Background: an optimization exercise with open tools, aiming at small area, a short achievable clock period and few clock cycles per item. Do not read the settings as production practice. Only simulation tests tie the RTL to the original design; equivalence was not proved. Power is estimated from default activity; no workload was simulated.

==> flow/config.mk <==
export PLATFORM = sky130hd
export DESIGN_NAME = processor
export DESIGN_NICKNAME = processor
export VERILOG_FILES = /design/flow/design.v
export SDC_FILE = /design/flow/constraint.sdc
export NUM_CORES = 4
export LEC_CHECK = 0
export CAP_MARGIN = 20
export CORE_MARGIN = 2
export CORE_UTILIZATION = 40
export SETUP_SLACK_MARGIN = 3
export SLEW_MARGIN = 20
==> flow/constraint.sdc <==
create_clock -name core_clock -period 10.0 [get_ports {Clock}]
set_input_delay 2.0000 -clock core_clock [delete_from_list [all_inputs] [get_ports {Clock}]]
set_output_delay 2.0000 -clock core_clock [all_outputs]
set_load 0.01 [all_outputs]
==> flow/design.v <==
module processor(
    input [15:0] DIN,
    input Resetn, Clock, Run,
    output reg Done,
    output reg [15:0] BusWires
    );
reg [127:0] rf;         
reg         pend;       
reg [2:0]   mvi_rx;     
wire [2:0] rx = DIN[12:10];
wire [2:0] ry = DIN[9:7];
wire is_mvi = ~DIN[14] & DIN[13];    
wire use_x  = ~pend & DIN[14];       
wire sub    = ~pend & DIN[13];       
reg [15:0] X, Y;
integer i;
always @(*) begin
    X = 16'd0;
    Y = DIN & {16{pend}};
    for (i = 0; i < 8; i = i + 1) begin
        X = X | (rf[16*i +: 16] & {16{use_x && rx == i}});
        Y = Y | (rf[16*i +: 16] & {16{!pend && ry == i}});
    end
end
always @(*) begin
    BusWires = X + (Y ^ {16{sub}}) + {15'd0, sub};
    Done = Resetn & (pend | (Run & ~is_mvi));
end
wire [2:0] wa = pend ? mvi_rx : rx;
always @(posedge Clock) begin
    if (!pend) mvi_rx <= rx;
    pend <= Resetn & ~pend & Run & is_mvi;
    for (i = 0; i < 8; i = i + 1)
        if (Done && wa == i) rf[16*i +: 16] <= BusWires;
end
endmodule
==> flow/run.sh <==
#!/bin/bash
# synth_recipe.tcl (not shown) runs the flow's synth.tcl, then flattens the netlist and writes it again
# the make line also repeats each setting of config.mk as NAME=value (left out here)
make -C /OpenROAD-flow-scripts/flow DESIGN_CONFIG=/design/flow/config.mk WORK_HOME=/design/flow/orfs CLKGATE_MAP_FILE= SYNTH_SCRIPT=/design/flow/synth_recipe.tcl finish
==> notes.md, run 1 <==
Detailed Route Iter0 Violations=806; status=timing/DRC/antenna clean; Tmin final=7110 ps; Leak=3.32 nW; top_reg_cell synth=edfxtp_1; worst hold start=mvi_rx[2]; Initial DRT Pass Iterations=9; Std-Cell Core Area=0.0164 mm2; mean number of vias per cell=6.22; Clock Tree Buf Depth=2; Layout Nets=685; CTS tree=yes; Seq/Total Area, Yosys=0.589; gpl congestion=0.845; Power Density=199 mW/mm2; Final Max Tran Viols=0; setup ws final=2890 ps; Yosys reg bits=132; vias in the first global route=5,494; Slew HR=0.530; Yosys cell types=58; crit end category=primary output; Hold Buf Count CTS=0; Yosys top cell area share=0.577; initial core utilization=0.406; chip height=133 um; top-count cell post-synth=edfxtp_1; Yosys top cell by area=edfxtp_1; grt ovf=0; DRC Markers=0; peak supply drop=0.000154 V; Setup crit start=DIN[10]; syn_area_per_cell=13.0 um2; vias post-DR=5,477; crit path kind=in -> out; crit start category=input pin; clock-pin slew on the worst setup and hold paths=60 ps; Post-Syn Area=0.00666 mm2; setup TNS=0 ps; EDFF count, synth=128; crit path DAT=5110 ps; worst slack, placed=865 ps; P&R area growth vs syn=38.2%; fmax=0.141 GHz; Synth Net Count=547; worst hold path type=reg -> reg; RSZ-0062 raised after global routing=true; antenna violations before repair=0; GRT Util Overall=0.259; Placed Instances=770; fin cells=881; # H-tree levels=4; setup violators final=0; Final period util=0.711; max-capacitance violation count=0; critical path required time=8000 ps; Area contributors post-synth=edfxtp_1 (58%), a22oi_1 (9.4%), xnor2_1 (3.0%); TritonCTS Buffers=17; Final Util=0.561; peak fanout along the critical path=4; global-route wire length before repair=33.2 mm; Post-Route WL=22.6 mm; endpoints failing hold=0; insertion delay to the later sink of the worst-skew pair=430 ps; post-DP HPWL=12.7 mm; Die ar.=0.0177 mm2; CTS root buffer=clkbuf_16; Cell Rows=47; Worst Skew=10.2 ps; Synthesis Warnings=1; CP max-delay cell=fa_2; slowest stage delay, CP=420 ps; crit path cell chain=buf_12, or3b_4, buf_6, buf_4, nor2b_4, a31oi_2, nor2b_4, nor2_2, inv_1, fa_2, nor2b_4, o21ai_4, a21boi_2, o21ai_2, a21boi_4, o21ai_2, a21oi_2, xor2_2, buf_2; Post-synth ARST share=0; CP dominant cell by count=nor2b_4; width of the die=133 um; ANT cells=0; pin count of the biggest net entering global routing=34; share of cells above drive strength 1=0.386; clk sinks=132; Routed Antenna Nets=0; routed wire length per instance=25.6 um; reg2reg start=pend; Post-Synthesis Cells=513; num ports=36; PortBufs=35; Worst-Margin Slew=703 ps; commonest cells in the synthesized netlist=edfxtp_1 (128), a22oi_1 (83), nor2_1 (34), xnor2_1 (23)
## metrics by stage
step                instance area (um2)  hold slack, ps  total power [W]
floorplan                          6720             458         0.000917
detailed placement                 7470             474          0.00107
global route                       9200             519          0.00190
finish                             9200             486          0.00183
global placement                   7460             469          0.00106
CTS                                8910             487          0.00178
## path summary, 6_finish.rpt
| check | endpoint | slack, ps | cells past startpoint |
|---|---|---|---|
| hold reg to reg | mvi_rx[2] | 490 | 1 |
| setup reg to reg | rf[24] | 5850 | 21 |
| hold / removal | mvi_rx[2] | 490 | 1 |
| setup / recovery | BusWires[14] | 2890 | 19 |
## flip-flops by register name (all words and copies together) (netlist names)
name	flops
mvi_rx	3
pend	1
rf	128
## metal layers
| metal | up-vias | wire [um] | global-route usage |
|---|---|---|---|
| met4 | 0 | 766 | 0.118 |
| met3 | 69 | 2230 | 0.0739 |
| li1 | 2349 | - | - |
| met2 | 373 | 10700 | 0.404 |
| met5 | - | 0 | 0 |
| met1 | 2686 | 8890 | 0.336 |
## where the power goes
| group | internal, W | leakage, nW | switching [W] |
|---|---|---|---|
| clock network | 0.000388 | 0.273 | 0.000231 |
| registers | 0.000691 | 1.19 | 0.00000727 |
| logic | 0.000244 | 1.86 | 0.000273 |
## repair_timing
item / in CTS / in global routing
gates resized for setup: 164 / 36
cloned: 1 / 0
pin swaps: 61 / 45
setup endpoints to repair: 16 / 14
buffers inserted: 66 / 15
## layout by cell type (no fill, tap or decap), drive strengths merged, types with 7 or more instances in the layout
cell type and n:
a21oi 9, a221oi 10, a222oi 8, a22o 14, a22oi 83, a31oi 8, buf 126, clkbuf 18
clkdlybuf4s50 16, edfxtp 128, ha 14, inv 14, mux2i 7, nand2 21, nand3 15, nand4 16
nor2 34, nor2b 7, nor3 11, o21ai 14, xnor2 23
## cell families after synthesis
group                      synth area share
DFF                                   0.589
AOI/OAI and AO/OA                     0.194
and+or+nand+nor                       0.107
buffers and inverters                0.0270
muxes                                0.0190
adders and majority gates            0.0293
xor gates and xnor gates             0.0355
## final cells by class
type | instances | area (um2)
tap | 220 | 275
clock buffer | 17 | 425
sequential | 132 | 3920
fill | 1283 | 7200
multi-input combinational | 340 | 3040
timing repair buffer | 147 | 1330
clock inverter | 12 | 160
inverter | 13 | 48.8
## worst max-delay path, delay by kind of cell
kind | cells | cell delay (ps)
and+or+nand+nor | 5 | 940
buffers and inverters | 5 | 610
adders and majority gates | 1 | 420
xor gates and xnor gates | 1 | 200
AOI/OAI and AO/OA | 7 | 940
Testbench counts, summed over its fixed seeds: cycles 9,996, items 8,000.
==> run 2, diff against run 1 <==
--- a/flow/config.mk
+++ b/flow/config.mk
@@ -8,5 +8,6 @@
 export CAP_MARGIN = 20
 export CORE_MARGIN = 2
 export CORE_UTILIZATION = 40
+export CTS_BUF_LIST = sky130_fd_sc_hd__clkbuf_4 sky130_fd_sc_hd__clkbuf_8
 export SETUP_SLACK_MARGIN = 3
 export SLEW_MARGIN = 20
==> run 2 against run 1 <==
Non-clock buffer count rose by 10. Total power fell by 8.1%. Utilization fell by 0.82 points. Critical path depth did not move. Area after synthesis did not move. Clock skew rose by 2.5 ps. Maximum frequency fell by 0.38%. Register-to-register slack got worse by 70 ps. Critical path type unchanged.
==> notes.md, run 2 <==
Seq/Total Area, Yosys=0.589 (unchanged); Final period util=0.714 (was 0.711); crit path kind=in -> out (unchanged); Power Density=186 mW/mm2 (was 199 mW/mm2); setup violators final=0 (unchanged); top_reg_cell synth=edfxtp_1 (unchanged); max reg flops=128 (unchanged); Initial DRT Pass Iterations=7 (was 9); worst hold path type=reg -> reg (unchanged); Post-Syn Area=0.00666 mm2 (unchanged); clk sinks=132 (unchanged); global-route wire length before repair=33.0 mm (was 33.2 mm); syn_area_per_cell=13.0 um2 (unchanged); Die ar.=0.0177 mm2 (unchanged); pin count of the biggest net entering global routing=34 (unchanged); crit end category=primary output (unchanged); Synth Net Count=547 (unchanged); cell area after layout=0.00907 mm2 (was 0.00920 mm2); routed wire length per instance=25.5 um (was 25.6 um); Yosys reg bits=132 (unchanged); mean number of vias per cell=6.18 (was 6.22); # H-tree levels=4 (unchanged); Slew HR=0.524 (was 0.530); Yosys top cell area share=0.577 (unchanged); post-DP HPWL=12.7 mm (unchanged); EDFF count, synth=128 (unchanged); overall power=0.00168 W (was 0.00183 W); max-capacitance violation count=0 (unchanged); Post-Route WL=22.7 mm (was 22.6 mm); Detailed Route Iter0 Violations=730 (was 806); peak supply drop=0.000103 V (was 0.000154 V); CTS root buffer=clkbuf_8 (was clkbuf_16); vias post-DR=5,510 (was 5,477); Routed Antenna Nets=0 (unchanged); Worst-Margin Slew=712 ps (was 703 ps); Area contributors post-synth=edfxtp_1 (58%), a22oi_1 (9.4%), xnor2_1 (3.0%) (unchanged); PortBufs=35 (unchanged); Std-Cell Core Area=0.0164 mm2 (unchanged); Worst Skew=12.8 ps (was 10.2 ps); grt ovf=0 (unchanged); chip height=133 um (unchanged); CTS tree=yes (unchanged); initial core utilization=0.406 (unchanged); vias in the first global route=5,497 (was 5,494); status=timing/DRC/antenna clean (unchanged); crit path DAT=5140 ps (was 5110 ps); most common cell after layout, fill and taps aside=edfxtp_1 (unchanged); Biggest register=rf (unchanged); top-count cell post-synth=edfxtp_1 (unchanged); antenna violations before repair=0 (unchanged); critical path required time=8000 ps (about the same); Final Max Tran Viols=0 (unchanged); TritonCTS Buffers=17 (unchanged); setup slack, reg-to-reg=5780 ps (was 5850 ps); endpoints failing hold=0 (unchanged); commonest cells after routing, fill and taps aside=edfxtp_1 (128), buf_4 (97), a22oi_1 (81), buf_6 (26), nand2_1 (20) (was edfxtp_1 (128), buf_4 (87), a22oi_1 (83), buf_6 (27), nand2_1 (19)); Clock Tree Buf Depth=2 (unchanged); Post-Synthesis Cells=513 (unchanged); commonest cells in the synthesized netlist=edfxtp_1 (128), a22oi_1 (83), nor2_1 (34), xnor2_1 (23) (unchanged); Leak=3.27 nW (was 3.32 nW); share of cells above drive strength 1=0.392 (was 0.386); gpl congestion=0.845 (unchanged); Layout Nets=695 (was 685); setup TNS=0 ps (unchanged); P&R area growth vs syn=36.2% (was 38.2%); Yosys cell types=58 (unchanged); Yosys top cell by area=edfxtp_1 (unchanged); insertion delay to the later sink of the worst-skew pair=470 ps (was 430 ps); post-place instance area=0.00747 mm2 (unchanged); Post-synth ARST share=0 (unchanged); DRC Markers=0 (unchanged); hold_ws=490 ps (was 486 ps); RSZ-0062 raised after global routing=true (unchanged); num ports=36 (unchanged); Cell Rows=47 (unchanged); biggest regs=rf (128), mvi_rx (3), pend (1) (unchanged); crit start category=input pin (unchanged); width of the die=133 um (unchanged); Final Util=0.553 (was 0.561); Tmin final=7140 ps (was 7110 ps); Synthesis Warnings=1 (unchanged); clock-pin slew on the worst setup and hold paths=70 ps (was 60 ps); fmax=0.140 GHz (was 0.141 GHz); GRT Util Overall=0.258 (was 0.259); peak fanout along the critical path=4 (unchanged); ANT cells=0 (unchanged)
==> run 2: changes by cell type in the layout (fill, tap and decap cells not counted), moves of 3 or more <==
cell,change
buf_8,+3
clkbuf_8,+17
xnor2_2,-3
clkbuf_16,-17
buf_4,+10
==> run 2: power breakdown <==
group	internal (W)	switching [W]
Clock	0.000243	0.000214
Combinational	0.000252	0.000279
Sequential	0.000690	0.00000717
Total	0.00118	0.000500
==> run 2: logic make-up (layout without fill, tap and decap cells) <==
kind of cell | Yosys count | after routing | share of synthesized area
AO/OA/AOI/OAI | 163 | 163 | 0.194
flip-flops | 132 | 132 | 0.589
AND/OR/NAND/NOR | 125 | 125 | 0.107
buffers and inverters | 41 | 199 | 0.0270
XOR/XNOR | 27 | 27 | 0.0355
adder cells (fa/ha/maj) | 15 | 15 | 0.0293
multiplexers | 10 | 10 | 0.0190
==> run 2: layout make-up <==
cell class | instances | area [um2]
Fill cell | 1303 | 7340
Multi-Input combinational cell | 340 | 3030
Inverter | 13 | 48.8
Timing Repair Buffer | 157 | 1400
Tap cell | 220 | 275
Clock inverter | 12 | 160
Clock buffer | 17 | 234
Sequential cell | 132 | 3920
==> run 2: worst max-delay path: stages <==
cell and delay [ps]:
buf_12 100, or3b_4 390, buf_4 150, nor3b_2 190, buf_6 150, a22oi_1 80
nand2_1 100, or3_4 130, inv_2 40, fa_2 350, nor2b_1 160, o21ai_2 80
a21boi_2 190, o21ai_2 100, a21boi_4 240, o21ai_2 100, a21oi_2 180, xor2_2 220
buf_2 170
==> run 2: per-layer routing <==
metal  part of all wire  track usage  vias up  wire [um]
met3               0.10       0.0854       74       2360
met1               0.39        0.324     2686       8920
met5                  0            0        -          0
met2               0.47        0.406      381      10600
met4              0.037        0.118        0        841
li1                   -            -     2369          -
==> run 2: repair_timing <==
item	4_1_cts	5_1_grt
cloned	1	0
buffers inserted	70	21
gates resized for setup	167	35
endpoints found under the setup margin	16	13
endpoints found under the hold margin	0	0
pin swaps	56	41
hold buffers	0	0
==> run 2: per-stage QoR <==
step / std cells / setup WS [ps]
after floorplan: 513 / 2940
after global placement: 770 / 977
after detailed placement: 770 / 865
after CTS: 870 / 2910
after global routing: 891 / 2750
final: 891 / 2860
==> run 2: final timing paths <==
kind	cells past startpoint	endpoint	from
min reg2reg	1	mvi_rx[2]	mvi_rx[2]
max reg2reg	21	rf[105]	pend
min	1	mvi_rx[2]	mvi_rx[2]
max	19	BusWires[14]	DIN[10]
==> run 3, diff against run 2 <==
--- a/flow/config.mk
+++ b/flow/config.mk
@@ -7,7 +7,7 @@
 export LEC_CHECK = 0
 export CAP_MARGIN = 20
 export CORE_MARGIN = 2
-export CORE_UTILIZATION = 40
+export CORE_UTILIZATION = 60
 export CTS_BUF_LIST = sky130_fd_sc_hd__clkbuf_4 sky130_fd_sc_hd__clkbuf_8
-export SETUP_SLACK_MARGIN = 3
+export SETUP_SLACK_MARGIN = 2
 export SLEW_MARGIN = 20
==> run 3 against run 2 <==
Area after synthesis unchanged. Critical path depth grew 1. Largest cell class unchanged. Worst setup slack lost 730 ps. Count of clock-buffer cells in the layout increased by 1. First-iteration DRC count up 8.6%. Critical path type unchanged. Worst hold slack gained 2.0 ps. Highest routed layer unchanged. Register-to-register slack lost 50 ps. Synthesized cell count is the same. Combinational power down 28%. Non-clock buffer count fell by 75. Total power shrank 7.3%. Utilization up 18 points.
==> notes.md, run 3 <==
Area contributors post-synth=edfxtp_1 (58%), a22oi_1 (9.4%), xnor2_1 (3.0%) (unchanged); Detailed Route Iter0 Violations=793 (was 730); Initial DRT Pass Iterations=6 (was 7); worst path buffer plus inverter count=6 (was 5); commonest cells in the synthesized netlist=edfxtp_1 (128), a22oi_1 (83), nor2_1 (34), xnor2_1 (23) (unchanged); # fillers=737 (was 1,303); Post-synth ARST share=0 (unchanged); routed wire length per instance=27.6 um (was 25.5 um); Yosys top cell area share=0.577 (unchanged); peak supply drop=0.000181 V (was 0.000103 V); Final Max Tran Viols=0 (unchanged); DRC Markers=0 (unchanged); Yosys cell types=58 (unchanged); Slew HR=0.488 (was 0.524); Clock Tree Buf Depth=2 (unchanged); crit end category=primary output (unchanged); Seq/Total Area, Yosys=0.589 (unchanged); Tmin final=7870 ps (was 7140 ps); PortBufs=35 (unchanged); Worst Skew=12.2 ps (was 12.8 ps); vias in the first global route=5,155 (was 5,497); RSZ-0062 raised after global routing=true (unchanged); Power Density=196 mW/mm2 (was 186 mW/mm2); biggest regs=rf (128), mvi_rx (3), pend (1) (unchanged); max-capacitance violation count=0 (unchanged); chip height=109 um (was 133 um); Synthesis Warnings=1 (unchanged); initial core utilization=0.614 (was 0.406); Post-Route WL=20.4 mm (was 22.7 mm); Die ar.=0.0120 mm2 (was 0.0177 mm2); status=timing/DRC/antenna clean (unchanged); CTS tree=yes (unchanged); max reg flops=128 (unchanged); Biggest register=rf (unchanged); most common cell after layout, fill and taps aside=edfxtp_1 (unchanged); CP top delay family=buffers and inverters (was simple AND/OR/NAND/NOR gates); width of the die=109 um (was 133 um); Cell Rows=38 (was 47); overall power=0.00156 W (was 0.00168 W); Yosys reg bits=132 (unchanged); TritonCTS Buffers=17 (unchanged); Final period util=0.787 (was 0.714); top_reg_cell synth=edfxtp_1 (unchanged); pin count of the biggest net entering global routing=34 (unchanged); Setup crit start=DIN[7] (was DIN[10]); Routed Antenna Nets=0 (unchanged); setup TNS=0 ps (unchanged); commonest cells after routing, fill and taps aside=edfxtp_1 (128), a22oi_1 (83), buf_4 (43), clkdlybuf4s50_1 (27), nor2_1 (25) (was edfxtp_1 (128), buf_4 (97), a22oi_1 (81), buf_6 (26), nand2_1 (20)); Worst-Margin Slew=767 ps (was 712 ps); peak fanout along the critical path=15 (was 4); share of cells above drive strength 1=0.227 (was 0.392); crit path kind=in -> out (unchanged); syn_area_per_cell=13.0 um2 (unchanged); vias post-DR=5,231 (was 5,510); CP dominant cell by count=buf_4 (was o21ai_2); insertion delay to the later sink of the worst-skew pair=460 ps (was 470 ps); crit start category=input pin (unchanged); CTS root buffer=clkbuf_8 (unchanged); post-place instance area=0.00735 mm2 (was 0.00747 mm2); Post-Synthesis Cells=513 (unchanged); Layout Nets=620 (was 695); endpoints failing hold=0 (unchanged); crit path DAT=5870 ps (was 5140 ps); CP max-delay cell=clkdlybuf4s50_1 (was or3b_4); Hold Buf Count CTS=0 (unchanged); Std-Cell Core Area=0.0108 mm2 (was 0.0164 mm2); EDFF count, synth=128 (unchanged); grt ovf=0 (unchanged); global-route wire length before repair=29.8 mm (was 33.0 mm); slowest stage delay, CP=540 ps (was 390 ps); cell area after layout=0.00799 mm2 (was 0.00907 mm2); critical path required time=8000 ps (about the same); crit path cell chain=buf_4, buf_4, nor4b_4, buf_6, a222oi_1, nand3_1, nor2_1, xnor2_1, inv_1, fa_1, nor2b_1, o21ai_1, a21boi_2, o21ai_2, a21boi_2, o21ai_0, a21oi_1, xor2_1, buf_4, clkdlybuf4s50_1 (was buf_12, or3b_4, buf_4, nor3b_2, buf_6, a22oi_1, nand2_1, or3_4, inv_2, fa_2, nor2b_1, o21ai_2, a21boi_2, o21ai_2, a21boi_4, o21ai_2, a21oi_2, xor2_2, buf_2); Leak=2.77 nW (was 3.27 nW); Post-Syn Area=0.00666 mm2 (unchanged); num ports=36 (unchanged); Yosys top cell by area=edfxtp_1 (unchanged); worst hold start=mvi_rx[2] (unchanged); GRT Util Overall=0.356 (was 0.258); Synth Net Count=547 (unchanged); post-DP HPWL=12.5 mm (was 12.7 mm); setup violators final=0 (unchanged); fmax=0.127 GHz (was 0.140 GHz); Final Util=0.737 (was 0.553); reg2reg start=pend (unchanged); worst hold path type=reg -> reg (unchanged); clk sinks=132 (unchanged); # H-tree levels=4 (unchanged); ANT cells=0 (unchanged); antenna violations before repair=0 (unchanged); clock-pin slew on the worst setup and hold paths=80 ps (was 70 ps); top-count cell post-synth=edfxtp_1 (unchanged); gpl congestion=0.877 (was 0.845); mean number of vias per cell=7.08 (was 6.18); P&R area growth vs syn=19.9% (was 36.2%)
==> run 3: cell types whose count changed in the layout (fill, tap and decap cells not counted), moves of 6 or more <==
cell             before  now
a21oi_1               2    8
clkdlybuf4s50_1      16   27
buf_8                 6    0
nor2_1               16   25
buf_6                26    7
xnor2_1              14   20
buf_4                97   43
nor2_2               14    6
==> run 3: cell families (layout without fill, tap and decap cells) <==
group	Yosys count	in the layout	share of synthesized area
compound gates	163	163	0.194
simple gates	125	125	0.107
xor+xnor	27	27	0.0355
buf+inv	41	127	0.0270
mux	10	10	0.0190
flops	132	132	0.589
fa+ha+maj	15	15	0.0293
==> run 3: report_power, final <==
| group | total (W) | switching [W] | internal [W] |
|---|---|---|---|
| logic | 0.000380 | 0.000217 | 0.000163 |
| registers | 0.000697 | 0.00000703 | 0.000690 |
| clock network | 0.000485 | 0.000229 | 0.000256 |
==> run 3: timing repair <==
item	CTS	global route
pin swaps	5	4
setup endpoints to repair	12	10
resized for setup	48	10
hold endpoints to repair	0	0
setup buffers	9	6
==> run 3: stage by stage <==
step,hold WS (ps),instances,setup slack (ps)
3_3_place_gp,465,692,1120
4_1_cts,491,733,2020
6_report,492,739,2130
3_5_place_dp,473,692,897
2_1_floorplan,458,513,2450
5_1_grt,520,739,1880
==> run 3: worst paths after layout <==
path | to | slack [ps] | cells after the start
worst max-delay path | BusWires[14] | 2130 | 20
worst min-delay path | mvi_rx[2] | 490 | 1
worst max register to register | rf[88] | 5730 | 19
worst min register to register | mvi_rx[2] | 490 | 1
==> run 3: final cells by class <==
cell class              count  area (um2)  share of cell area
clock inverters            14         188              0.0235
flip-flops and latches    132        3920               0.491
multi-input cells         340        2690               0.337
repair buffers             82         721              0.0902
well taps                 140         175              0.0219
clock buffers              18         241              0.0302
inverters                  13        48.8             0.00611
==> run 3: metal layers <==
metal	up-vias	GRT usage	wire, um
li1	2219	-	-
met1	2513	0.456	7650
met2	406	0.550	9270
met3	93	0.110	2440
met4	0	0.183	1020
met5	-	0.00893	0
==> run 4, diff against run 3 <==
--- a/flow/config.mk
+++ b/flow/config.mk
@@ -7,7 +7,9 @@
 export LEC_CHECK = 0
 export CAP_MARGIN = 20
 export CORE_MARGIN = 2
-export CORE_UTILIZATION = 60
+export CORE_UTILIZATION = 40
 export CTS_BUF_LIST = sky130_fd_sc_hd__clkbuf_4 sky130_fd_sc_hd__clkbuf_8
+export CTS_CLUSTER_DIAMETER = 100
+export CTS_CLUSTER_SIZE = 50
 export SETUP_SLACK_MARGIN = 2
 export SLEW_MARGIN = 20
==> run 4 against run 3 <==
Cell area rose by 1.4%. Area after synthesis did not move. Synthesized cell count stayed put. Sequential power barely moved. First-iteration DRC count decreased by 12%. Utilization down 24 points. Clock skew about the same. Worst hold slack hardly changed. Worst setup slack gained 1.9 ps. Cell count increased by 12%.
==> notes.md, run 4 <==
crit path DAT=5870 ps (about the same); Final period util=0.787 (about the same); gpl congestion=0.925 (was 0.877); Area contributors post-synth=edfxtp_1 (58%), a22oi_1 (9.4%), xnor2_1 (3.0%) (unchanged); max reg flops=128 (unchanged); crit end category=primary output (unchanged); worst hold start=mvi_rx[2] (unchanged); syn_area_per_cell=13.0 um2 (unchanged); Layout Nets=625 (was 620); GRT Util Overall=0.242 (was 0.356); vias in the first global route=5,121 (was 5,155); worst hold path type=reg -> reg (unchanged); Clock Tree Buf Depth=2 (unchanged); ANT cells=0 (unchanged); Std-Cell Core Area=0.0164 mm2 (was 0.0108 mm2); Post-synth ARST share=0 (unchanged); peak fanout along the critical path=9 (was 15); reg2reg start=pend (unchanged); Most Crowded Layer GR=met2 (unchanged); setup slack, reg-to-reg=5450 ps (was 5730 ps); fmax=0.127 GHz (about the same); RR Endpoint=rf[63] (was rf[88]); post-DP HPWL=13.3 mm (was 12.5 mm); # fillers=1,366 (was 737); routed wire length per instance=25.6 um (was 27.6 um); CTS tree=yes (unchanged); worst hold stages=1 (unchanged); setup violators final=0 (unchanged); peak supply drop=0.000131 V (was 0.000181 V); Slew HR=0.424 (was 0.488); share of cells above drive strength 1=0.245 (was 0.227); Post-Synthesis Cells=513 (unchanged); status=timing/DRC/antenna clean (unchanged); Post-Syn Area=0.00666 mm2 (unchanged); Yosys reg bits=132 (unchanged); crit start category=input pin (unchanged); biggest regs=rf (128), mvi_rx (3), pend (1) (unchanged); Cell Rows=47 (was 38); most common cell after layout, fill and taps aside=edfxtp_1 (unchanged); Initial DRT Pass Iterations=6 (unchanged); RSZ-0062 raised after global routing=true (unchanged); setup TNS=0 ps (unchanged); area occupied by registers=0.00392 mm2 (unchanged); top_reg_cell synth=edfxtp_1 (unchanged); antenna violations before repair=0 (unchanged); crit path kind=in -> out (unchanged); insertion delay to the later sink of the worst-skew pair=460 ps (about the same); grt ovf=0 (unchanged); Multi-input gate area=0.00271 mm2 (was 0.00269 mm2); commonest cells in the synthesized netlist=edfxtp_1 (128), a22oi_1 (83), nor2_1 (34), xnor2_1 (23) (unchanged); Tmin final=7870 ps (about the same); clk sinks=132 (unchanged); Detailed Route Iter0 Violations=700 (was 793); Hold Buf Count CTS=0 (unchanged); commonest cells after routing, fill and taps aside=edfxtp_1 (128), a22oi_1 (83), buf_4 (46), clkdlybuf4s50_1 (27), nor2_1 (26) (was edfxtp_1 (128), a22oi_1 (83), buf_4 (43), clkdlybuf4s50_1 (27), nor2_1 (25)); CTS root buffer=clkbuf_8 (unchanged); Final Max Tran Viols=0 (unchanged); Yosys cell types=58 (unchanged); EDFF count, synth=128 (unchanged); critical path required time=8000 ps (about the same); mean number of vias per cell=6.38 (was 7.08); chip height=133 um (was 109 um); Hold EP=mvi_rx[2] (unchanged); reg2reg path depth=16 (was 19); # H-tree levels=4 (unchanged); top-count cell post-synth=edfxtp_1 (unchanged); Post-Route WL=21.1 mm (was 20.4 mm); width of the die=133 um (was 109 um); vias post-DR=5,261 (was 5,231); DRC Markers=0 (unchanged); clock-pin slew on the worst setup and hold paths=80 ps (about the same); num ports=36 (unchanged); Worst Skew=12.5 ps (was 12.2 ps); Leak=2.76 nW (was 2.77 nW); CP max-delay cell=clkdlybuf4s50_1 (unchanged); P&R area growth vs syn=21.6% (was 19.9%); cell area after layout=0.00810 mm2 (was 0.00799 mm2); endpoints failing hold=0 (unchanged); met3 Usage GRT=0.0605 (was 0.110); max-capacitance violation count=0 (unchanged); Power Density=190 mW/mm2 (was 196 mW/mm2); slowest stage delay, CP=610 ps (was 540 ps); Yosys top cell by area=edfxtp_1 (unchanged); Synthesis Warnings=1 (unchanged); initial core utilization=0.406 (was 0.614); Die ar.=0.0177 mm2 (was 0.0120 mm2); met2 GRT Util=0.369 (was 0.550); Synth Net Count=547 (unchanged); PortBufs=35 (unchanged); pin count of the biggest net entering global routing=20 (was 34); Biggest register=rf (unchanged); TritonCTS Buffers=17 (unchanged); Seq/Total Area, Yosys=0.589 (unchanged); crit path cell chain=clkdlybuf4s15_2, or3b_4, nor3b_4, buf_4, buf_4, a22oi_1, nand4_1, ha_1, a21o_1, a21oi_1, o21bai_1, a21o_1, a31oi_1, o21bai_1, xor2_2, clkdlybuf4s50_1 (was buf_4, buf_4, nor4b_4, buf_6, a222oi_1, nand3_1, nor2_1, xnor2_1, inv_1, fa_1, nor2b_1, o21ai_1, a21boi_2, o21ai_2, a21boi_2, o21ai_0, a21oi_1, xor2_1, buf_4, clkdlybuf4s50_1); Routed Antenna Nets=0 (unchanged); Worst-Margin Slew=863 ps (was 767 ps); post-place instance area=0.00747 mm2 (was 0.00735 mm2); Yosys top cell area share=0.577 (unchanged); grt met1 use=0.323 (was 0.456); global-route wire length before repair=30.9 mm (was 29.8 mm)
[run 4: cell counts after synthesis]
Identical to the previous run, type by type.
[run 4: where the power goes]
part	switching, W	internal [W]
registers	0.00000800	0.000690
clock network	0.000220	0.000226
logic	0.000226	0.000169
[run 4: worst max path at each step]
| stage | start | cells past startpoint | slack [ps] | endpoint |
|---|---|---|---|---|
| 5_1_grt | DIN[9] | 20 | 1990 | BusWires[14] |
| 2_1_floorplan | DIN[9] | 17 | 2450 | BusWires[10] |
| 3_5_place_dp | DIN[8] | 17 | 980 | BusWires[14] |
| 3_3_place_gp | DIN[8] | 18 | 1060 | BusWires[12] |
| 6_report | DIN[14] | 16 | 2130 | BusWires[13] |
| 4_1_cts | DIN[7] | 19 | 1980 | BusWires[14] |
[run 4: logic make-up (layout without fill, tap and decap cells)]
group	after synthesis	after routing	synth area share
buffers and inverters	41	132	0.0270
and+or+nand+nor	125	125	0.107
xor gates and xnor gates	27	27	0.0355
DFF	132	132	0.589
adders and majority gates	15	15	0.0293
muxes	10	10	0.0190
AOI/OAI and AO/OA	163	163	0.194
[run 4: area by class of cell]
class / count / area share
inverters: 13 / 0.00602
clock inverters: 14 / 0.0191
well taps: 220 / 0.0340
flip-flops and latches: 132 / 0.484
multi-input cells: 340 / 0.335
repair buffers: 87 / 0.0922
clock buffers: 18 / 0.0298
[run 4: repair_timing]
action                                  4_1_cts  5_1_grt
gates resized for setup                      44       22
pin swaps                                     7        5
endpoints found under the setup margin       12        9
buffers inserted                             11        6
[run 4: worst max-delay path, delay by kind of cell]
family / cells / cell delay (ps)
AOI/OAI and AO/OA: 7 / 1090
adders and majority gates: 1 / 330
and+or+nand+nor: 3 / 870
xor gates and xnor gates: 1 / 310
buffers and inverters: 4 / 1280
[run 4: metrics by stage]
step	util	setup WS [ps]	instances	total power, W	hold slack, ps
final	0.494	2130	824	0.00154	493
after global routing	0.494	1990	824	0.00160	518
after CTS	0.489	1980	818	0.00152	496
after detailed placement	0.455	976	775	0.00106	476
after global placement	0.455	1060	775	0.00106	465
after floorplan	-	2450	513	0.000909	458
[run 4: layer usage]
layer | routed length, um | vias to the layer above
met3 | 2320 | 62
met4 | 705 | 0
met2 | 9570 | 395
met5 | 0 | -
met1 | 8540 | 2575
li1 | - | 2229
==> run 5, diff against run 4 <==
==> flow/flow/run.sh (new file) <==
#!/bin/bash
# Standard ORFS layout, with the port buffers made from plain buffers
# (sky130_fd_sc_hd__buf_2) instead of the delay buffers buffer_ports picks.
set -euo pipefail
bash standard.sh BUFFER_PORTS_ARGS="-buffer_cell sky130_fd_sc_hd__buf_2" finish > orfs_make.log 2>&1
==> flow/standard.sh (new file) <==
#!/bin/bash
# synth_recipe.tcl (not shown) runs the flow's synth.tcl, then flattens the netlist and writes it again
# the make line also repeats each setting of config.mk as NAME=value (left out here)
make -C /OpenROAD-flow-scripts/flow DESIGN_CONFIG=/design/flow/config.mk WORK_HOME=/design/flow/orfs CLKGATE_MAP_FILE= SYNTH_SCRIPT=/design/flow/synth_recipe.tcl "${@:-finish}"
==> flow/config.mk (replaced) <==
export PLATFORM = sky130hd
export DESIGN_NAME = processor
export DESIGN_NICKNAME = processor
export VERILOG_FILES = /design/flow/design.v
export SDC_FILE = /design/flow/constraint.sdc
export NUM_CORES = 4
export LEC_CHECK = 0
export CAP_MARGIN = 20
export CORE_MARGIN = 2
export CORE_UTILIZATION = 40
export SETUP_SLACK_MARGIN = 3
export SLEW_MARGIN = 20
removed: flow/run.sh
==> run 5 against run 4 <==
Critical path depth rose by 3. Via count up 8.1%. Combinational power grew 23%. Synthesized cell count did not move. Maximum frequency up 9.6%. Sequential share of layout area shrank 6.0 points. Critical endpoint is now BusWires[8]. Worst hold slack got worse by 1.3 ps. Count of clock-buffer cells in the layout is the same. Area after synthesis unchanged. Largest cell class unchanged. Clock skew shrank 1.9 ps. Register-to-register slack improved by 140 ps.
==> notes.md, run 5 <==
GRT Util Overall=0.256 (was 0.242); reg2reg path depth=20 (was 16); biggest regs=rf (128), mvi_rx (3), pend (1) (unchanged); Setup crit start=DIN[9] (was DIN[14]); commonest cells after routing, fill and taps aside=edfxtp_1 (128), buf_4 (95), a22oi_1 (79), buf_2 (28) (was edfxtp_1 (128), a22oi_1 (83), buf_4 (46), clkdlybuf4s50_1 (27), nor2_1 (26)); Detailed Route Iter0 Violations=749 (was 700); most common cell after layout, fill and taps aside=edfxtp_1 (unchanged); Synth Area in XOR/XNOR=0.0355 (unchanged); antenna violations before repair=0 (unchanged); Clock Tree Buf Depth=2 (unchanged); RSZ-0062 raised after global routing=true (unchanged); CTS tree=yes (unchanged); pin count of the biggest net entering global routing=34 (was 20); Biggest register=rf (unchanged); area occupied by registers=0.00392 mm2 (unchanged); chip height=133 um (unchanged); Hold Buf Count CTS=0 (unchanged); main combinational cell family by area after synthesis=compound AO/OA/AOI/OAI gates (unchanged); Cell Rows=47 (unchanged); post-synthesis mux area share=0.0190 (unchanged); Yosys top cell by area=edfxtp_1 (unchanged); Yosys reg bits=132 (unchanged); Worst Skew=10.6 ps (was 12.5 ps); crit end category=primary output (unchanged); Slew HR=0.534 (was 0.424); cell area after layout=0.00925 mm2 (was 0.00810 mm2); setup TNS=0 ps (unchanged); RR Endpoint=rf[31] (was rf[63]); Power Density=204 mW/mm2 (was 190 mW/mm2); peak supply drop=0.000171 V (was 0.000131 V); hold_ws=491 ps (was 493 ps); initial core utilization=0.406 (unchanged); top_reg_cell synth=edfxtp_1 (unchanged); post-place instance area=0.00726 mm2 (was 0.00747 mm2); Post-Synthesis Cells=513 (unchanged); setup slack, reg-to-reg=5590 ps (was 5450 ps); Synthesis Warnings=1 (unchanged); Multi-input gate area=0.00303 mm2 (was 0.00271 mm2); worst hold path type=reg -> reg (unchanged); share of cells above drive strength 1=0.421 (was 0.245); area share of fa/ha/maj cells after synthesis=0.0293 (unchanged); clk sinks=132 (unchanged); Post-Route WL=23.0 mm (was 21.1 mm); Worst-Margin Slew=694 ps (was 863 ps); Yosys cell types=58 (unchanged); routed wire length per instance=25.9 um (was 25.6 um); vias in the first global route=5,552 (was 5,121); TritonCTS Buffers=17 (unchanged); Final Util=0.564 (was 0.494); commonest cells in the synthesized netlist=edfxtp_1 (128), a22oi_1 (83), nor2_1 (34), xnor2_1 (23) (unchanged); DR top layer=met4 (unchanged); Post-Syn Area=0.00666 mm2 (unchanged); Initial DRT Pass Iterations=6 (unchanged); clock-pin slew on the worst setup and hold paths=60 ps (was 80 ps); Layout Nets=690 (was 625); Final period util=0.718 (was 0.787); CTS root buffer=clkbuf_16 (was clkbuf_8); global-route wire length before repair=32.8 mm (was 30.9 mm); insertion delay to the later sink of the worst-skew pair=430 ps (was 460 ps); DRC Markers=0 (unchanged); post-DP HPWL=13.3 mm (about the same); Routed met3 length=2.34 mm (was 2.32 mm); met2 wire len=10.6 mm (was 9.57 mm); gpl congestion=0.870 (was 0.925); max reg flops=128 (unchanged); crit path DAT=5180 ps (was 5870 ps); Hold EP=mvi_rx[2] (unchanged); Synth Area in Simple Gates=0.106 (unchanged); # H-tree levels=4 (unchanged); met1 WL=9.13 mm (was 8.54 mm); status=timing/DRC/antenna clean (unchanged); endpoints failing hold=0 (unchanged); crit start category=input pin (unchanged); peak fanout along the critical path=5 (was 9); Seq/Total Area, Yosys=0.589 (unchanged); width of the die=133 um (unchanged); mean number of vias per cell=6.41 (was 6.38); ANT cells=0 (unchanged); # fillers=1,277 (was 1,366); Yosys top cell area share=0.577 (unchanged); num ports=36 (unchanged); Leak=3.38 nW (was 2.76 nW); setup violators final=0 (unchanged); crit path kind=in -> out (unchanged); Area contributors post-synth=edfxtp_1 (58%), a22oi_1 (9.4%), xnor2_1 (3.0%) (unchanged); critical path required time=8000 ps (about the same); Die ar.=0.0177 mm2 (unchanged); worst hold stages=1 (unchanged); EDFF count, synth=128 (unchanged); PortBufs=35 (unchanged); top-count cell post-synth=edfxtp_1 (unchanged); Routed Antenna Nets=0 (unchanged); fmax=0.139 GHz (was 0.127 GHz); post-synthesis compound-gate area fraction=0.194 (unchanged); grt ovf=0 (unchanged); Post-synth ARST share=0 (unchanged); Synth Net Count=547 (unchanged); P&R area growth vs syn=38.8% (was 21.6%); Final Max Tran Viols=0 (unchanged); syn_area_per_cell=13.0 um2 (unchanged); max-capacitance violation count=0 (unchanged); Std-Cell Core Area=0.0164 mm2 (unchanged); Tmin final=7180 ps (was 7870 ps); worst hold start=mvi_rx[2] (unchanged); vias post-DR=5,689 (was 5,261); reg2reg start=pend (unchanged)
run 5: cell types whose count changed in the layout (fill, tap and decap cells not counted), sizes merged:
cell	before	now
buf	54	150
bufinv	2	6
clkbuf	21	20
clkdlybuf4s15	2	0
clkdlybuf4s50	27	0
clkinvlp	5	2
dlygate4sd2	1	0
inv	16	14
run 5: stage by stage:
step	power (W)	std cells	setup WS, ps
finish	0.00189	888	2820
global route	0.00195	888	2650
CTS	0.00182	858	2890
detailed placement	0.00103	766	1920
global placement	0.00102	765	2040
floorplan	0.000917	513	2940
run 5: report_power, final:
group          switching, W  internal, W
logic              0.000270     0.000217
registers        0.00000757     0.000691
clock network      0.000235     0.000466
total              0.000513      0.00137
run 5: worst max-delay path: stages:
cell,delay [ps]
buf_16,120
nor4b_4,140
buf_4,180
a222oi_1,290
nand3_1,130
nor2_2,160
xnor2_2,150
inv_2,60
fa_2,390
nor2b_4,130
o21ai_2,70
a21boi_2,180
o21ai_2,80
a21boi_2,240
buf_4,150
o21a_1,210
nor2_2,70
xnor2_2,230
buf_2,190
run 5: metal layers:
layer,track usage,vias to the layer above
met5,0,-
met4,0.136,0
met3,0.0682,90
met2,0.399,442
met1,0.327,2797
li1,-,2360
run 5: kinds of logic after synthesis:
| group | count (synthesis) |
|---|---|
| fa+ha+maj | 15 |
| buf+inv | 41 |
| xor+xnor | 27 |
| simple gates | 125 |
| mux | 10 |
| compound gates | 163 |
| flops | 132 |
run 5: worst max path at each step:
stage / depth (start not counted) / slack, ps / end
2_1_floorplan: 17 / 2940 / BusWires[14]
3_3_place_gp: 16 / 2040 / BusWires[14]
3_5_place_dp: 17 / 1920 / BusWires[10]
4_1_cts: 18 / 2890 / BusWires[8]
5_1_grt: 19 / 2650 / BusWires[8]
6_report: 19 / 2820 / BusWires[8]
run 5: repair_timing:
action	in CTS	in global routing
pin swaps	50	26
buffers inserted	60	29
gates resized for setup	88	45
cloned	1	1
endpoints found under the setup margin	14	11
run 5: layout make-up:
| class | count | area share |
|---|---|---|
| clock buffer | 18 | 0.0464 |
| multi-input combinational | 340 | 0.328 |
| sequential | 132 | 0.424 |
| tap | 220 | 0.0298 |
| clock inverter | 13 | 0.0250 |
| inverter | 13 | 0.00528 |
| timing repair buffer | 152 | 0.142 |
==> run 6, diff against run 5 <==
--- a/flow/config.mk
+++ b/flow/config.mk
@@ -5,8 +5,10 @@
 export SDC_FILE = /design/flow/constraint.sdc
 export NUM_CORES = 4
 export LEC_CHECK = 0
+export ABC_CLOCK_PERIOD_IN_PS = 3000
 export CAP_MARGIN = 20
 export CORE_MARGIN = 2
 export CORE_UTILIZATION = 40
-export SETUP_SLACK_MARGIN = 3
+export CTS_BUF_LIST = sky130_fd_sc_hd__clkbuf_4 sky130_fd_sc_hd__clkbuf_8
+export SETUP_SLACK_MARGIN = 2
 export SLEW_MARGIN = 20
==> run 6 against run 5 <==
Highest routed layer unchanged. Combinational power decreased by 27%. First-iteration DRC count fell by 5.1%. Count of clock-buffer cells in the layout is 3 higher. Total power down 17%.
==> notes.md, run 6 <==
status=timing/DRC/antenna clean (unchanged); Synthesis Warnings=1 (unchanged); setup ws final=2200 ps (was 2820 ps); Biggest register=rf (unchanged); endpoints failing hold=0 (unchanged); critical path required time=8000 ps (about the same); syn_area_per_cell=13.0 um2 (unchanged); worst hold path type=reg -> reg (unchanged); setup TNS=0 ps (unchanged); Post-Synthesis Cells=513 (unchanged); max reg flops=128 (unchanged); ANT cells=0 (unchanged); worst slack, placed=1410 ps (was 1920 ps); GRT Util Overall=0.234 (was 0.256); Yosys cell types=58 (unchanged); post-place instance area=0.00722 mm2 (was 0.00726 mm2); routed wire length per instance=24.7 um (was 25.9 um); Cell Rows=47 (unchanged); # fillers=1,432 (was 1,277); CTS tree=yes (unchanged); Final period util=0.780 (was 0.718); clk sinks=132 (unchanged); grt ovf=0 (unchanged); insertion delay to the later sink of the worst-skew pair=450 ps (was 430 ps); clock-pin slew on the worst setup and hold paths=70 ps (was 60 ps); crit start category=input pin (unchanged); Power Density=198 mW/mm2 (was 204 mW/mm2); Post-Route WL=20.1 mm (was 23.0 mm); global-route wire length before repair=30.3 mm (was 32.8 mm); Layout Nets=615 (was 690); TritonCTS Buffers=17 (unchanged); pin count of the biggest net entering global routing=33 (was 34); Yosys reg bits=132 (unchanged); DRC Markers=0 (unchanged); Leak=2.72 nW (was 3.38 nW); Synth Net Count=547 (unchanged); num ports=36 (unchanged); share of cells above drive strength 1=0.269 (was 0.421); setup violators final=0 (unchanged); Slew HR=0.494 (was 0.534); Post-synth ARST share=0 (unchanged); Clock Tree Buf Depth=2 (unchanged); width of the die=133 um (unchanged); vias post-DR=5,104 (was 5,689); crit path kind=in -> out (unchanged); top_reg_cell synth=edfxtp_1 (unchanged); Final Max Tran Viols=0 (unchanged); Tmin final=7800 ps (was 7180 ps); # H-tree levels=4 (unchanged); Worst Skew=10.6 ps (about the same); CTS root buffer=clkbuf_8 (was clkbuf_16); initial core utilization=0.406 (unchanged); mean number of vias per cell=6.27 (was 6.41); Routed Antenna Nets=0 (unchanged); cell area after layout=0.00789 mm2 (was 0.00925 mm2); crit end category=primary output (unchanged); peak fanout along the critical path=18 (was 5); Yosys top cell area share=0.577 (unchanged); EDFF count, synth=128 (unchanged); Std-Cell Core Area=0.0164 mm2 (unchanged); chip height=133 um (unchanged); fmax=0.128 GHz (was 0.139 GHz); Post-Syn Area=0.00666 mm2 (unchanged); post-DP HPWL=12.7 mm (was 13.3 mm); biggest regs=rf (128), mvi_rx (3), pend (1) (unchanged); antenna violations before repair=0 (unchanged); gpl congestion=0.921 (was 0.870); Area contributors post-synth=edfxtp_1 (58%), a22oi_1 (9.4%), xnor2_1 (3.0%) (unchanged); crit path DAT=5800 ps (was 5180 ps); Detailed Route Iter0 Violations=711 (was 749); PortBufs=35 (unchanged); max-capacitance violation count=0 (unchanged); vias in the first global route=5,084 (was 5,552); Initial DRT Pass Iterations=7 (was 6); Worst-Margin Slew=755 ps (was 694 ps); Seq/Total Area, Yosys=0.589 (unchanged); Yosys top cell by area=edfxtp_1 (unchanged); commonest cells in the synthesized netlist=edfxtp_1 (128), a22oi_1 (83), nor2_1 (34), xnor2_1 (23) (unchanged); P&R area growth vs syn=18.4% (was 38.8%); top-count cell post-synth=edfxtp_1 (unchanged); RSZ-0062 raised after global routing=true (unchanged); Die ar.=0.0177 mm2 (unchanged); most common cell after layout, fill and taps aside=edfxtp_1 (unchanged); peak supply drop=0.000114 V (was 0.000171 V); commonest cells after routing, fill and taps aside=edfxtp_1 (128), a22oi_1 (83), buf_4 (41), buf_2 (33), nor2_1 (23) (was edfxtp_1 (128), buf_4 (95), a22oi_1 (79), buf_2 (28))
==> run 6: power breakdown <==
| group | switching [W] | internal (W) |
|---|---|---|
| Sequential | 0.00000715 | 0.000691 |
| Combinational | 0.000217 | 0.000138 |
| Clock | 0.000201 | 0.000305 |
==> run 6: cells by family after synthesis <==
family,after synthesis,share of synthesized area
xor+xnor,27,0.0355
fa+ha+maj,15,0.0293
simple gates,125,0.107
buf+inv,41,0.0270
flops,132,0.589
compound gates,163,0.194
mux,10,0.0190
==> run 6: final timing paths <==
path | slack (ps) | end | cells after the start | from
min | 490 | mvi_rx[2] | 1 | mvi_rx[2]
max | 2200 | BusWires[14] | 19 | DIN[9]
max reg2reg | 5500 | rf[92] | 17 | pend
min reg2reg | 490 | mvi_rx[2] | 1 | mvi_rx[2]
==> run 6: cell type report <==
| class | count | area (um2) | share of cell area |
|---|---|---|---|
| clock buffers | 21 | 264 | 0.0335 |
| clock inverters | 11 | 183 | 0.0232 |
| inverters | 13 | 48.8 | 0.00619 |
| multi-input cells | 340 | 2690 | 0.341 |
| flip-flops and latches | 132 | 3920 | 0.497 |
| well taps | 220 | 275 | 0.0349 |
| repair buffers | 77 | 508 | 0.0644 |
==> run 6: timing repair <==
action                                  CTS  global route
buffers inserted                          4            13
gates cloned                              0             0
pin swaps                                 1             5
endpoints found under the setup margin    6             7
hold buffers                              0             0
resized for setup                        14             5
==> run 6: stage by stage <==
| step | utilization | instances | power (W) | hold WS (ps) |
|---|---|---|---|---|
| floorplan | - | 513 | 0.000909 | 458 |
| global placement | 0.440 | 765 | 0.00101 | 467 |
| detailed placement | 0.440 | 765 | 0.00102 | 474 |
| CTS | 0.474 | 801 | 0.00153 | 494 |
| global route | 0.481 | 814 | 0.00163 | 516 |
| finish | 0.481 | 814 | 0.00156 | 495 |
==> run 6: metal layers <==
layer  vias up  wire (um)  global-route usage
met3        63       1810              0.0575
li1       2209          -                   -
met2       333       9350               0.363
met4         0        586              0.0956
met5         -          0                   0
met1      2499       8370               0.316
==> run 6: worst max-delay path, stage by stage <==
cell and delay (ps):
clkbuf_4 260, nand2b_1 200, nor3_2 50, buf_4 240, a222oi_1 390, nand3_1 120, nor2_1 150, xnor2_1 160
inv_1 90, fa_1 430, nor2b_1 130, o21ai_0 100, a21boi_0 250, o21ai_0 170, a21boi_2 240, o21ai_0 130
a21oi_2 210, xor2_2 280, buf_2 190
==> run 7, diff against run 6 <==
--- a/flow/config.mk
+++ b/flow/config.mk
@@ -5,7 +5,7 @@
 export SDC_FILE = /design/flow/constraint.sdc
 export NUM_CORES = 4
 export LEC_CHECK = 0
-export ABC_CLOCK_PERIOD_IN_PS = 3000
+export ABC_AREA = 1
 export CAP_MARGIN = 20
 export CORE_MARGIN = 2
 export CORE_UTILIZATION = 40
==> run 7 against run 6 <==
Largest power group unchanged. Worst hold slack worse by 19 ps. Still clean. Register-to-register slack improved by 270 ps. Cell count rose by 19%. Synthesized cell count up 33%. Worst setup slack improved by 200 ps. Critical path depth decreased by 3. Non-clock buffer count decreased by 27. Critical path type unchanged. Highest routed layer is now met5. Sequential share of layout area up 0.86 points.
==> notes.md, run 7 <==
clock network power share=0.301 (was 0.324); global-route wire length before repair=33.1 mm (was 30.3 mm); Final Util=0.464 (was 0.481); P&R area growth vs syn=13.0% (was 18.4%); PortBufs=35 (unchanged); worst hold start=mvi_rx[2] (unchanged); gpl congestion=0.966 (was 0.921); switching share of power=0.301 (was 0.273); CTS tree=yes (unchanged); pin count of the biggest net entering global routing=18 (was 33); Yosys top cell area share=0.560 (was 0.577); clock-pin slew on the worst setup and hold paths=80 ps (was 70 ps); Cell Rows=47 (unchanged); Yosys cell types=44 (was 58); endpoints failing hold=0 (unchanged); Initial DRT Pass Iterations=7 (unchanged); insertion delay to the later sink of the worst-skew pair=460 ps (was 450 ps); # H-tree levels=4 (unchanged); Placed Instances=936 (was 765); commonest cells after routing, fill and taps aside=nand2_1 (133), edfxtp_1 (128), inv_1 (92), nor2_1 (52), buf_2 (35) (was edfxtp_1 (128), a22oi_1 (83), buf_4 (41), buf_2 (33), nor2_1 (23)); Final period util=0.760 (was 0.780); Clock Tree Buf Depth=2 (unchanged); Synth Net Count=717 (was 547); Final Max Tran Viols=0 (unchanged); area share of fa/ha/maj cells after synthesis=0.0284 (was 0.0293); Tmin final=7600 ps (was 7800 ps); post-DP HPWL=14.7 mm (was 12.7 mm); Setup crit start=DIN[8] (was DIN[9]); Yosys top cell by area=edfxtp_1 (unchanged); Comb pwr share=0.217 (was 0.228); Std-Cell Core Area=0.0167 mm2 (was 0.0164 mm2); most common cell after layout, fill and taps aside=nand2_1 (was edfxtp_1); Leak=3.10 nW (was 2.72 nW); vias in the first global route=5,667 (was 5,084); Routed Antenna Nets=0 (unchanged); Reg power frac=0.482 (was 0.448); Int Pwr=0.00101 W (was 0.00113 W); peak supply drop=0.0000991 V (was 0.000114 V); Synth Area in XOR/XNOR=0.0319 (was 0.0355); main combinational cell family by area after synthesis=simple AND/OR/NAND/NOR gates (was compound AO/OA/AOI/OAI gates); worst hold path type=reg -> reg (unchanged); setup slack, reg-to-reg=5770 ps (was 5500 ps); width of the die=135 um (was 133 um); # fillers=1,582 (was 1,432); Die ar.=0.0182 mm2 (was 0.0177 mm2); Hold Buf Count CTS=0 (unchanged); critical path required time=8000 ps (about the same); # resized after CTS=0 (was 14); syn_area_per_cell=10.0 um2 (was 13.0 um2); fmax=0.132 GHz (was 0.128 GHz); TritonCTS Buffers=17 (unchanged); crit path cell chain=buf_2, inv_1, nor2_1, nand2_2, inv_1, a2111oi_0, nand2_1, xor2_1, fa_1, o21ai_1, a21boi_1, o21ai_1, a21boi_1, o21ai_1, xor2_2, buf_2 (was clkbuf_4, nand2b_1, nor3_2, buf_4, a222oi_1, nand3_1, nor2_1, xnor2_1, inv_1, fa_1, nor2b_1, o21ai_0, a21boi_0, o21ai_0, a21boi_2, o21ai_0, a21oi_2, xor2_2, buf_2); vias post-DR=5,701 (was 5,104); DRC Markers=0 (unchanged); Detailed Route Iter0 Violations=738 (was 711); ANT cells=0 (unchanged); Post-Syn Area=0.00686 mm2 (was 0.00666 mm2); post-synthesis compound-gate area fraction=0.133 (was 0.194); Post-Route WL=22.2 mm (was 20.1 mm); crit path kind=in -> out (unchanged); Synth Area in Simple Gates=0.170 (was 0.106); chip height=135 um (was 133 um); CTS root buffer=clkbuf_8 (unchanged); Post-synth ARST share=0 (unchanged); num ports=36 (unchanged); grt ovf=0 (unchanged); max-capacitance violation count=0 (unchanged); clk sinks=132 (unchanged); Worst-Margin Slew=872 ps (was 755 ps); Worst Skew=13.0 ps (was 10.6 ps); biggest regs=rf (128), mvi_rx (3), pend (1) (unchanged); commonest cells in the synthesized netlist=nand2_1 (134), edfxtp_1 (128), inv_1 (92), nor2_1 (59), a21oi_1 (33) (was edfxtp_1 (128), a22oi_1 (83), nor2_1 (34), xnor2_1 (23)); Slew HR=0.418 (was 0.494); top_reg_cell synth=edfxtp_1 (unchanged); antenna violations before repair=2 (was 0); Power Density=186 mW/mm2 (was 198 mW/mm2); slowest stage delay, CP=490 ps (was 430 ps); CP max-delay cell=a2111oi_0 (was fa_1); fin cells=968 (was 814); setup violators final=0 (unchanged); initial core utilization=0.411 (was 0.406); status=timing/DRC/antenna clean (unchanged); Biggest register=rf (unchanged); reg2reg start=pend (unchanged); Post-Synthesis Cells=683 (was 513); RSZ-0062 raised after global routing=false (was true); CP dominant cell by count=o21ai_1 (was o21ai_0); worst hold stages=2 (was 1); post-synthesis mux area share=0 (was 0.0190); GRT Util Overall=0.251 (was 0.234); EDFF count, synth=128 (unchanged); crit start category=input pin (unchanged); RR Endpoint=rf[12] (was rf[92]); NetSw=0.000434 W (was 0.000425 W); crit end category=primary output (unchanged); reg2reg path depth=16 (was 17); Seq/Total Area, Yosys=0.572 (was 0.589); top-count cell post-synth=nand2_1 (was edfxtp_1); peak fanout along the critical path=13 (was 18); setup TNS=0 ps (unchanged); routed wire length per instance=22.9 um (was 24.7 um); mean number of vias per cell=5.89 (was 6.27); Yosys reg bits=132 (unchanged); Layout Nets=769 (was 615); Hold EP=mvi_rx[2] (unchanged); Synthesis Warnings=1 (unchanged); Area contributors post-synth=edfxtp_1 (56%), nand2_1 (7.3%), inv_1 (5.0%) (was edfxtp_1 (58%), a22oi_1 (9.4%), xnor2_1 (3.0%)); max reg flops=128 (unchanged); crit path DAT=5600 ps (was 5800 ps); Setup Buffers After CTS=0 (was 4); share of cells above drive strength 1=0.158 (was 0.269)
-- run 7: cell types whose count changed in the layout (fill, tap and decap cells not counted), sizes merged, moves of 20 or more --
cell    previous run  this run
nor2              34        70
o22ai              0        21
buf               75        50
inv               13        96
xnor2             23         3
nand2             21       144
a221oi            10        32
a21oi              9        33
a22oi             83        10
-- run 7: worst max-delay path by stage --
stage / to / slack [ps] / depth (start not counted)
after floorplan: BusWires[12] / 3410 / 15
after global placement: BusWires[12] / 2350 / 14
after detailed placement: BusWires[12] / 2210 / 18
after CTS: BusWires[12] / 2190 / 18
after global routing: BusWires[10] / 2040 / 15
final: BusWires[12] / 2400 / 16
-- run 7: cells by family (layout without fill, tap and decap cells) --
logic type	Yosys count	after routing
AND/OR/NAND/NOR	264	264
AO/OA/AOI/OAI	134	134
flip-flops	132	132
buffers and inverters	113	178
XOR/XNOR	25	25
adder cells (fa/ha/maj)	15	15
-- run 7: layout make-up --
type	count	area, um2	area share
Sequential cell	132	3920	0.506
Multi-Input combinational cell	438	2520	0.326
Inverter	96	368	0.0474
Timing Repair Buffer	50	288	0.0371
Tap cell	220	275	0.0355
Clock buffer	21	264	0.0340
Clock inverter	11	111	0.0144
-- run 7: worst max-delay path, delay by kind of cell --
family	cells	cell delay, ps
adder cells (fa/ha/maj)	1	450
buffers and inverters	4	760
AND/OR/NAND/NOR	3	350
XOR/XNOR	2	540
AO/OA/AOI/OAI	6	1490
-- run 7: power groups by stage --
stage	clock network (W)	logic, W	registers (W)
floorplan	0	0.000194	0.000705
global placement	0	0.000300	0.000707
detailed placement	0	0.000307	0.000707
CTS	0.000442	0.000308	0.000695
global route	0.000465	0.000346	0.000696
finish	0.000434	0.000313	0.000695
-- run 7: routing by layer --
metal  vias up  global-route usage  part of all wire
met4         2               0.113             0.034
met3        70              0.0773              0.11
li1       2519                   -                 -
met5         -                   0           0.00045
met2       393               0.384              0.45
met1      2717               0.329              0.41
-- run 7: stage by stage --
step                power (W)  setup WS, ps  cell area [um2]  hold slack (ps)
CTS                   0.00145          2190             7730              480
finish                0.00144          2400             7750              476
global placement      0.00101          2350             7360              456
detailed placement    0.00101          2210             7360              459
floorplan            0.000898          3410             6860              436
global route          0.00151          2040             7750              508
==> run 8, diff against run 7 <==
--- a/flow/config.mk
+++ b/flow/config.mk
@@ -5,10 +5,9 @@
 export SDC_FILE = /design/flow/constraint.sdc
 export NUM_CORES = 4
 export LEC_CHECK = 0
-export ABC_AREA = 1
 export CAP_MARGIN = 20
 export CORE_MARGIN = 2
 export CORE_UTILIZATION = 40
 export CTS_BUF_LIST = sky130_fd_sc_hd__clkbuf_4 sky130_fd_sc_hd__clkbuf_8
-export SETUP_SLACK_MARGIN = 2
+export SETUP_SLACK_MARGIN = 1
 export SLEW_MARGIN = 20
==> run 8 against run 7 <==
Total power is 5.1% higher. Die area fell by 2.8%. Critical path depth is 3 higher. Cell area shrank 1.1%. Worst setup slack worse by 870 ps. Synthesized cell count shrank 25%. Combinational power is 2% lower. Clock power up 17%. Count of clock-buffer cells in the layout unchanged. Utilization is 0.30 points higher. Via count shrank 11%. Largest power group unchanged.
==> notes.md, run 8 <==
status=timing/DRC/antenna clean (unchanged); Yosys reg bits=132 (unchanged); worst hold path type=reg -> reg (unchanged); Yosys top cell by area=edfxtp_1 (unchanged); setup violators final=0 (unchanged); Yosys cell types=58 (was 44); DRC Markers=0 (unchanged); Area contributors post-synth=edfxtp_1 (58%), a22oi_1 (9.4%), xnor2_1 (3.0%) (was edfxtp_1 (56%), nand2_1 (7.3%), inv_1 (5.0%)); CTS root buffer=clkbuf_8 (unchanged); Initial DRT Pass Iterations=8 (was 7); Synth Net Count=547 (was 717); Leak=2.61 nW (was 3.10 nW); peak supply drop=0.000114 V (was 0.0000991 V); Tmin final=8470 ps (was 7600 ps); post-place instance area=0.00722 mm2 (was 0.00736 mm2); Hold Buf Count CTS=0 (unchanged); Synthesis Warnings=1 (unchanged); global-route wire length before repair=29.9 mm (was 33.1 mm); RSZ-0062 raised after global routing=false (unchanged); max reg flops=128 (unchanged); gpl congestion=0.921 (was 0.966); Final period util=0.847 (was 0.760); top-count cell post-synth=edfxtp_1 (was nand2_1); Std-Cell Core Area=0.0164 mm2 (was 0.0167 mm2); worst hold start=mvi_rx[2] (unchanged); setup TNS=0 ps (unchanged); crit path DAT=6470 ps (was 5600 ps); Setup Buffers After CTS=0 (unchanged); Layout Nets=598 (was 769); Final Max Tran Viols=0 (unchanged); fin cells=797 (was 968); crit path kind=in -> out (unchanged); mean number of vias per cell=6.33 (was 5.89); crit end category=primary output (unchanged); setup slack, reg-to-reg=5120 ps (was 5770 ps); top_reg_cell synth=edfxtp_1 (unchanged); worst hold stages=1 (was 2); Routed Antenna Nets=0 (unchanged); # fillers=1,450 (was 1,582); routed wire length per instance=25.0 um (was 22.9 um); endpoints failing hold=0 (unchanged); pin count of the biggest net entering global routing=33 (was 18); Slew HR=0.452 (was 0.418); commonest cells after routing, fill and taps aside=edfxtp_1 (128), a22oi_1 (83), buf_2 (35), nor2_1 (26), buf_4 (25) (was nand2_1 (133), edfxtp_1 (128), inv_1 (92), nor2_1 (52), buf_2 (35)); CTS tree=yes (unchanged); initial core utilization=0.406 (was 0.411); antenna violations before repair=0 (was 2); vias in the first global route=4,986 (was 5,667); vias post-DR=5,048 (was 5,701); # H-tree levels=4 (unchanged); chip height=133 um (was 135 um); width of the die=133 um (was 135 um); Post-Syn Area=0.00666 mm2 (was 0.00686 mm2); Power Density=198 mW/mm2 (was 186 mW/mm2); critical path required time=8000 ps (about the same); Biggest register=rf (unchanged); Placed Instances=765 (was 936); fmax=0.118 GHz (was 0.132 GHz); Seq/Total Area, Yosys=0.589 (was 0.572); Post-Synthesis Cells=513 (was 683); crit start category=input pin (unchanged); RR Endpoint=rf[56] (was rf[12]); Post-synth ARST share=0 (unchanged); commonest cells in the synthesized netlist=edfxtp_1 (128), a22oi_1 (83), nor2_1 (34), xnor2_1 (23) (was nand2_1 (134), edfxtp_1 (128), inv_1 (92), nor2_1 (59), a21oi_1 (33)); Cell Rows=47 (unchanged); P&R area growth vs syn=15.1% (was 13.0%); PortBufs=35 (unchanged); clock-pin slew on the worst setup and hold paths=70 ps (was 80 ps); clk sinks=132 (unchanged); max-capacitance violation count=0 (unchanged); reg2reg path depth=16 (unchanged); EDFF count, synth=128 (unchanged); Detailed Route Iter0 Violations=725 (was 738); grt ovf=0 (unchanged); Clock Tree Buf Depth=2 (unchanged); GRT Util Overall=0.231 (was 0.251); Hold EP=mvi_rx[2] (unchanged); Worst-Margin Slew=817 ps (was 872 ps); post-DP HPWL=12.7 mm (was 14.7 mm); peak fanout along the critical path=13 (unchanged); biggest regs=rf (128), mvi_rx (3), pend (1) (unchanged); share of cells above drive strength 1=0.227 (was 0.158); # resized after CTS=0 (unchanged); insertion delay to the later sink of the worst-skew pair=460 ps (about the same); cell area after layout=0.00767 mm2 (was 0.00775 mm2); most common cell after layout, fill and taps aside=edfxtp_1 (was nand2_1); hold_ws=492 ps (was 476 ps); Post-Route WL=20.0 mm (was 22.2 mm); Worst Skew=11.4 ps (was 13.0 ps); Die ar.=0.0177 mm2 (was 0.0182 mm2); Yosys top cell area share=0.577 (was 0.560); TritonCTS Buffers=17 (unchanged); reg2reg start=pend (unchanged); ANT cells=0 (unchanged); num ports=36 (unchanged); syn_area_per_cell=13.0 um2 (was 10.0 um2)
==> run 8: where the power goes <==
part	switching (W)	internal (W)
registers	0.00000713	0.000691
clock network	0.000203	0.000305
logic	0.000205	0.000103
total	0.000415	0.00110
==> run 8: per-layer routing <==
layer,vias to the layer above,share of wire,track usage
met3,41,0.088,0.0594
met5,-,0,0
li1,2178,-,-
met4,0,0.022,0.0902
met1,2491,0.42,0.313
met2,338,0.47,0.356
==> run 8: cell families after synthesis <==
kind of cell,count (synthesis),share of synthesized area
multiplexers,10,0.0190
XOR/XNOR,27,0.0355
flip-flops,132,0.589
AND/OR/NAND/NOR,125,0.107
AO/OA/AOI/OAI,163,0.194
buffers and inverters,41,0.0270
adder cells (fa/ha/maj),15,0.0293
==> run 8: area by class of cell <==
cell class / instances / area (um2) / area share
clock buffers: 21 / 264 / 0.0344
clock inverters: 11 / 183 / 0.0238
inverters: 13 / 48.8 / 0.00636
multi-input cells: 340 / 2610 / 0.340
flip-flops and latches: 132 / 3920 / 0.512
well taps: 220 / 275 / 0.0359
repair buffers: 60 / 363 / 0.0473
==> run 8: worst max-delay path by stage <==
stage / startpoint / end
final: DIN[7] / BusWires[8]
after global routing: DIN[7] / BusWires[8]
after CTS: DIN[7] / BusWires[10]
after detailed placement: DIN[7] / BusWires[10]
after global placement: DIN[7] / BusWires[10]
after floorplan: DIN[9] / BusWires[10]
==> run 8: critical path, cell delays in order <==
cell and delay [ps]:
buf_2 310, nand2b_1 260, nor2_1 510, buf_4 280, a222oi_1 80, nand3_1 110
nor2_1 60, xnor2_1 190, inv_1 90, fa_1 430, nor2b_1 130, o21ai_0 100
a21boi_0 240, o21ai_0 140, a21boi_0 410, o21a_1 180, nor2_1 50, xnor2_1 620
buf_2 260
==> run 8: per-stage QoR <==
step / util / total power (W) / setup slack, ps
5_1_grt: 0.467 / 0.00158 / 1160
3_3_place_gp: 0.440 / 0.00101 / 1630
2_1_floorplan: - / 0.000909 / 2450
4_1_cts: 0.467 / 0.00152 / 1390
3_5_place_dp: 0.440 / 0.00102 / 1410
6_report: 0.467 / 0.00151 / 1530

==> afterwards: timing with drivers on the ports <==
Ports are ideal in the flow. The routed layouts listed here were re-timed in OpenROAD.
Step 1 assumes that a clkbuf_16 drives the clock port and a buf_2 every other input.
Step 2 moves the port delays by t, midway between the first and last clock arrival at a register: inputs arrive t later, outputs are due t later. That takes back most of the time a late clock gives input paths.
Slacks: ideal ports / drivers / drivers and shift; pairs: ideal ports / drivers.
run	t (ns)	slack for setup (ns)	worst setup path at the end	clock arrival spread, ns	pins driven straight from the clock port
run 1	0.465	2.885 / 2.822 / 2.822	input to output	0.010 / 0.011	1
run 2	0.500	2.858 / 2.811 / 2.811	input to output	0.013 / 0.012	1
run 3	0.490	2.125 / 2.098 / 2.098	input to output	0.013 / 0.012	1
run 4	0.488	2.127 / 2.103 / 2.103	input to output	0.013 / 0.012	1
run 5	0.472	2.816 / 2.716 / 2.716	input to output	0.010 / 0.011	1
run 6	0.486	2.199 / 2.170 / 2.170	input to output	0.010 / 0.011	1
run 7	0.489	2.397 / 2.375 / 2.375	input to output	0.013 / 0.013	1
run 8	0.489	1.530 / 1.503 / 1.503	input to output	0.012 / 0.012	1
After both steps setup and hold are still met in every run listed. The setup slack of run 5, which loses most, moves by -0.100 ns with the drivers and by -0.100 ns with both steps.
